This design comes from an exercise in tuning for small area, a short achievable clock period and few clock cycles on the open sky130 flow, not from production work.
At most, simulation tests tie the RTL to the original design; equivalence was not proved.
Power figures rest on the tool's default switching activity, not on a simulated workload.

oak:
Design GCD, start of the top module:
module GCD(
	input clk,
	input rst,
	input start,
	input [7:0] A,
	input [7:0] B,
	output [7:0] gcd_result,
	output ready
);
Size: roughly 320 cells after synthesis, roughly 17 flip-flops, about 28 I/O pins, about 2400 sq um of cells after synthesis.
Settings: LEC_CHECK=0, CAP_MARGIN=20, CORE_MARGIN=2, CORE_UTILIZATION=40, SETUP_SLACK_MARGIN=1.0, SLEW_MARGIN=20; clock period 4.0 ns.
run.sh (not shown) runs the stock make flow with config.mk's settings and CLKGATE_MAP_FILE= SYNTH_SCRIPT=/design/flow/synth_recipe.tcl, a recipe that flattens the netlist after the stock synthesis.
oak: flow completed, timing, DRC and antenna clean
#### Input delta (pine over oak)
Settings: SETUP_SLACK_MARGIN now 2.0, was 1.0.
==> flow/flow/run.sh (new file) <==
#!/bin/bash
set -euo pipefail
bash standard.sh 'BUFFER_PORTS_ARGS=-buffer_cell sky130_fd_sc_hd__buf_2' finish > standard_flow.log 2>&1
==> flow/standard.sh (new file) <==
#!/bin/bash
# synth_recipe.tcl (not shown) runs the flow's synth.tcl, then flattens the netlist and writes it again
# the make line also repeats each setting of config.mk as NAME=value (left out here)
make -C /OpenROAD-flow-scripts/flow DESIGN_CONFIG=/design/flow/config.mk WORK_HOME=/design/flow/orfs CLKGATE_MAP_FILE= SYNTH_SCRIPT=/design/flow/synth_recipe.tcl "${@:-finish}"
removed: flow/run.sh
==> comparison <==
[pine vs oak] global-route usage: higher in pine
Taking oak as the reference point, the least setup slack across all paths after layout of pine rises by 0.42 ns.
Compared with oak, pine ends up with a larger final cell area.
Diff oak and pine: non-clock buffer count lower in oak
The following lists how birch was set up differently from pine:
Settings: a change of SETUP_SLACK_MARGIN from 2.0 to 1.5.
==> flow/run.sh (new file) <==
#!/bin/bash
# synth_recipe.tcl (not shown) runs the flow's synth.tcl, then flattens the netlist and writes it again
# the make line also repeats each setting of config.mk as NAME=value (left out here)
make -C /OpenROAD-flow-scripts/flow DESIGN_CONFIG=/design/flow/config.mk WORK_HOME=/design/flow/orfs CLKGATE_MAP_FILE= SYNTH_SCRIPT=/design/flow/synth_recipe.tcl finish
removed: flow/flow/run.sh
removed: flow/standard.sh
--- outcome ---
- Placed wire-length estimate after detailed placement, birch and pine: lower on birch
- The setup slack of birch is smaller than that of pine.
- The total area of sequential cells on pine is in line with that on birch.
- birch against pine: final antenna-violating net count ~0 delta, via count higher.
- Global routing usage summed across all routing layers down 1.7 points in birch wrt pine
- pine -> birch: cell depth of the worst setup path delta 0, exact match
[inputs] maple vs birch
Settings: a change of SETUP_SLACK_MARGIN from 1.5 to 1.0.
==> flow/flow/run.sh (new file) <==
#!/bin/bash
set -euo pipefail
bash standard.sh 'BUFFER_PORTS_ARGS=-buffer_cell sky130_fd_sc_hd__buf_2' finish > standard_flow.log 2>&1
==> flow/standard.sh (new file) <==
#!/bin/bash
# synth_recipe.tcl (not shown) runs the flow's synth.tcl, then flattens the netlist and writes it again
# the make line also repeats each setting of config.mk as NAME=value (left out here)
make -C /OpenROAD-flow-scripts/flow DESIGN_CONFIG=/design/flow/config.mk WORK_HOME=/design/flow/orfs CLKGATE_MAP_FILE= SYNTH_SCRIPT=/design/flow/synth_recipe.tcl "${@:-finish}"
removed: flow/run.sh
==> comparison <==
- Changes observed in maple relative to birch: wire length on met2 decreased by 25% relative to the old numbers; tightest slew margin relative to the limit now smaller; area of the multi-input gates fell 400 sq um; wire length saw a decrease; critical path depth now sits lower.
- ~same share of flip-flops with an asynchronous set or reset in birch and maple
- maple ended with less routed via count than birch.
- Setup slack after placement delta (maple − birch): favourable
- Kind of critical path = register to primary output: birch; kind of critical path = input port to register: maple
- [compare] base=birch new=maple: arrival time at the worst endpoint +1.09 ns; area overhead of the layout relative to synthesis -36 points; synthesized cell count ~0 delta.
## Diff of input files: cedar against maple
Settings: SETUP_SLACK_MARGIN: 1.0 -> 1.6.
### Flow results
Looking at setup slack, cedar sits 0.14 ns higher than maple does. Count of buffers added by post-CTS timing repair for setup (cedar over maple): increase, 7. Summary of cedar over maple: count of non-filler cells in the finished layout grew by 19, global-route wire length before repair went up 770 microns, total non-filler cell area in the finished layout higher. Of the two candidates, maple has the worse first-iteration DRC count and cedar the better one. Relative to maple, the wire length measured on cedar has increased by a little under 10%. Summary: with maple as the reference, total power draw in cedar moved up by more than a quarter. Compare maple and cedar | sum of buffers and inverters on the critical path higher: cedar. Compared with maple, cedar shows total number of vias higher by 137.
No run of this note included a check of the RTL's function; only the layout flow was run.


The RTL this note starts from:
==> flow/design.v <==
module GCD(
	input clk,
	input rst,
	input start,
	input [7:0] A,
	input [7:0] B,
	output [7:0] gcd_result,
	output ready
);
reg [5:0] a_h;
reg [5:0] b_h;
reg       zf;     
reg       busy;
reg       rdy;
reg [7:0] res;
function [7:0] lowbit8(input [7:0] v);
	reg seen;
	integer i;
	begin
		seen = 1'b0;
		for (i = 0; i < 8; i = i + 1) begin
			lowbit8[i] = v[i] & ~seen;
			seen = seen | v[i];
		end
	end
endfunction
function [5:0] oddhi(input [7:0] v);
	reg [7:0] x;
	reg [7:0] p;
	integer   i, t;
	begin
		x = v ^ {8{v[7]}};
		p = lowbit8(v);
		for (i = 0; i < 6; i = i + 1) begin
			oddhi[i] = 1'b0;
			for (t = 0; t + i + 1 < 7; t = t + 1)
				oddhi[i] = oddhi[i] | (p[t] & x[i + 1 + t]);
		end
	end
endfunction
wire za = (A == 8'd0);
wire zb = (B == 8'd0);
wire [6:0] d = {1'b0, a_h} - {1'b0, b_h};
wire       s = d[6];                  
wire [5:0] m = d[5:0] ^ {6{s}};
wire [5:0] u = a_h ^ b_h;
wire       eq = (u == 6'd0);          
reg  [5:0] above;                     
integer q;
always @* begin
	above[0] = 1'b0;
	for (q = 1; q < 6; q = q + 1) above[q] = above[q - 1] | u[q - 1];
end
wire one_next = ~|(m & above);
wire one_now  = (a_h == 6'd0) | (b_h == 6'd0);
wire found = eq | one_now | one_next;
wire [5:0] pu = u & ~above;
reg  [5:0] b_step;
integer bi, bt;
always @* begin
	for (bi = 0; bi < 6; bi = bi + 1) begin
		b_step[bi] = 1'b0;
		for (bt = 0; bt + bi + 1 < 6; bt = bt + 1)
			b_step[bi] = b_step[bi] | (pu[bt] & m[bi + bt + 1]);
	end
end
wire [5:0] a_step = s ? a_h : b_h;
wire [6:0] g = {a_h | b_h, 1'b1};
reg  [7:0] res_shift;
integer i, j;
always @* begin
	for (i = 0; i < 8; i = i + 1) begin
		res_shift[i] = 1'b0;
		for (j = 0; j <= i; j = j + 1)
			if (i - j < 7) res_shift[i] = res_shift[i] | (res[j] & g[i - j]);
	end
end
always @(posedge clk) begin
	if (start) begin
		a_h <= oddhi(A);
		b_h <= oddhi(B);
		res <= lowbit8(A | B);
	end else begin
		a_h <= a_step;
		b_h <= b_step;
		if (busy & (eq | zf))
			res <= res_shift;
	end
	zf <= start & (za | zb);
end
always @(posedge clk) begin
	if (rst) begin
		busy <= 1'b0;
		rdy  <= 1'b0;
	end else if (start) begin
		busy <= 1'b1;
		rdy  <= 1'b0;
	end else begin
		busy <= busy & ~found;
		rdy  <= busy & found;
	end
end
assign ready = rdy;
assign gcd_result = res;
endmodule
==> flow/config.mk <==
export PLATFORM = sky130hd
export DESIGN_NAME = GCD
export DESIGN_NICKNAME = GCD
export VERILOG_FILES = /design/flow/design.v
export SDC_FILE = /design/flow/constraint.sdc
export NUM_CORES = 4
export LEC_CHECK = 0
export ABC_AREA = 1
export CAP_MARGIN = 20
export CORE_MARGIN = 2
export CORE_UTILIZATION = 65
export CTS_BUF_LIST = sky130_fd_sc_hd__clkbuf_8
export SETUP_SLACK_MARGIN = 2.1
export SLEW_MARGIN = 20
==> flow/constraint.sdc <==
create_clock -name core_clock -period 4.0 [get_ports {clk}]
set_input_delay 0.8000 -clock core_clock [delete_from_list [all_inputs] [get_ports {clk}]]
set_output_delay 0.8000 -clock core_clock [all_outputs]
set_load 0.01 [all_outputs]
standard.sh (not shown) runs the stock make flow with config.mk's settings and CLKGATE_MAP_FILE= SYNTH_SCRIPT=/design/flow/synth_recipe.tcl, a recipe that flattens the netlist after the stock synthesis.
==> flow/flow/run.sh <==
#!/bin/bash
set -euo pipefail
bash standard.sh 'BUFFER_PORTS_ARGS=-buffer_cell sky130_fd_sc_hd__buf_2' ADDER_MAP_FILE= \
  'SETUP_MOVE_SEQUENCE=sizeup,swap' SKIP_GATE_CLONING=1 SKIP_LAST_GASP=1 \
  finish > standard_flow.log 2>&1
The baseline completed with no timing, DRC or antenna violations.
Testbench counts at the start, summed over its fixed seeds: cycles 34,956.
Then changed:
==> flow/flow/run.sh (replaced) <==
#!/bin/bash
set -euo pipefail
bash standard.sh 'BUFFER_PORTS_ARGS=-buffer_cell sky130_fd_sc_hd__buf_1' ADDER_MAP_FILE= \
  'SETUP_MOVE_SEQUENCE=sizeup,swap' SKIP_GATE_CLONING=1 SKIP_LAST_GASP=1 \
  finish > standard_flow.log 2>&1
--- a/flow/config.mk
+++ b/flow/config.mk
@@ -11 +11 @@
-export CORE_UTILIZATION = 65
+export CORE_UTILIZATION = 55
@@ -13 +13 @@
-export SETUP_SLACK_MARGIN = 2.1
+export SETUP_SLACK_MARGIN = 2.0
=>
- worst setup slack hardly moves
- sequential share of layout area goes up by 1.2 points
- wire length falls by 9.3%
Then changed:
==> flow/flow/run.sh (replaced) <==
#!/bin/bash
set -euo pipefail
bash standard.sh 'BUFFER_PORTS_ARGS=-buffer_cell sky130_fd_sc_hd__buf_2' ADDER_MAP_FILE= \
  'SETUP_MOVE_SEQUENCE=sizeup,swap' SKIP_GATE_CLONING=1 SKIP_LAST_GASP=1 \
  finish > standard_flow.log 2>&1
--- a/flow/config.mk
+++ b/flow/config.mk
@@ -11 +11 @@
-export CORE_UTILIZATION = 55
+export CORE_UTILIZATION = 80
Outcome: The changed run ended with an error in global placement, error GPL-0301. Synthesized area is unchanged. Synthesized cell count is unchanged.
Then changed:
--- a/flow/config.mk
+++ b/flow/config.mk
@@ -11 +11 @@
-export CORE_UTILIZATION = 80
+export CORE_UTILIZATION = 50
Effect: The changed run ran to the end with no violations. Synthesized area stays the same. Synthesized cell count stays the same.
Then changed:
--- a/flow/config.mk
+++ b/flow/config.mk
@@ -11 +11 @@
-export CORE_UTILIZATION = 50
+export CORE_UTILIZATION = 65
@@ -13 +13 @@
-export SETUP_SLACK_MARGIN = 2.0
+export SETUP_SLACK_MARGIN = 1.7
Outcome: Design area fell by a few percent; global-route usage goes up by 6.7 points; utilization grows by 15 points; count of clock-buffer cells in the layout does not change; worst setup slack got worse by 0.22 ns.
Then changed:
--- a/flow/config.mk
+++ b/flow/config.mk
@@ -13 +13 @@
-export SETUP_SLACK_MARGIN = 1.7
+export SETUP_SLACK_MARGIN = 1.85
First-iteration DRC count shrinks by 14%.
Clock-buffer cell count stays the same.
Hold slack is about the same.
Via count grows by 1.2%.
Total power grows by 0.53%.
Cell area grows by 1.1%.
Die area does not change.
Critical path depth stays the same.
Wire length grows by 0.86%.

[separate check: timing with driven ports]
No port has a modelled driver above. Below, the same layouts with a new extraction and two added sets of constraints.
Step 1 sets driving cells, clkbuf_16 on the clock port and buf_2 on the other inputs (assumed; they add their load-dependent delay and slew).
Step 2, shift: input delay + t, output delay - t, t = (earliest + latest rising clock arrival at the registers) / 2. This alone moves slack from input paths to output paths.
a / b / c = ideal / step 1 / step 2; a / b = the first two.
| run | shift t [ns] | setup slack, ns | worst register clock-pin slew, ns |
|---|---|---|---|
| oak | 0.271 | 1.103 / 1.078 / 0.933 | 0.07 / 0.07 |
| pine | 0.278 | 1.521 / 1.495 / 1.554 | 0.07 / 0.07 |
| birch | 0.271 | 1.395 / 1.373 / 1.286 | 0.08 / 0.08 |
| maple | 0.275 | 1.302 / 1.305 / 1.033 | 0.08 / 0.08 |
| cedar | 0.276 | 1.444 / 1.420 / 1.405 | 0.08 / 0.08 |
| the first run of note 2 | 0.285 | 2.056 / 2.056 / 1.867 | 0.08 / 0.08 |
| the second run of note 2 | 0.289 | 2.058 / 2.052 / 1.763 | 0.09 / 0.09 |
| the fourth run of note 2 | 0.285 | 2.079 / 2.084 / 1.799 | 0.08 / 0.08 |
| the fifth run of note 2 | 0.284 | 1.858 / 1.858 / 1.683 | 0.08 / 0.08 |
| the sixth run of note 2 | 0.284 | 1.970 / 1.970 / 1.695 | 0.08 / 0.08 |
After both steps every run listed still meets setup and hold. The setup slack of the second run of note 2, which loses most, moves by -0.006 ns with the drivers and by -0.295 ns with both steps.
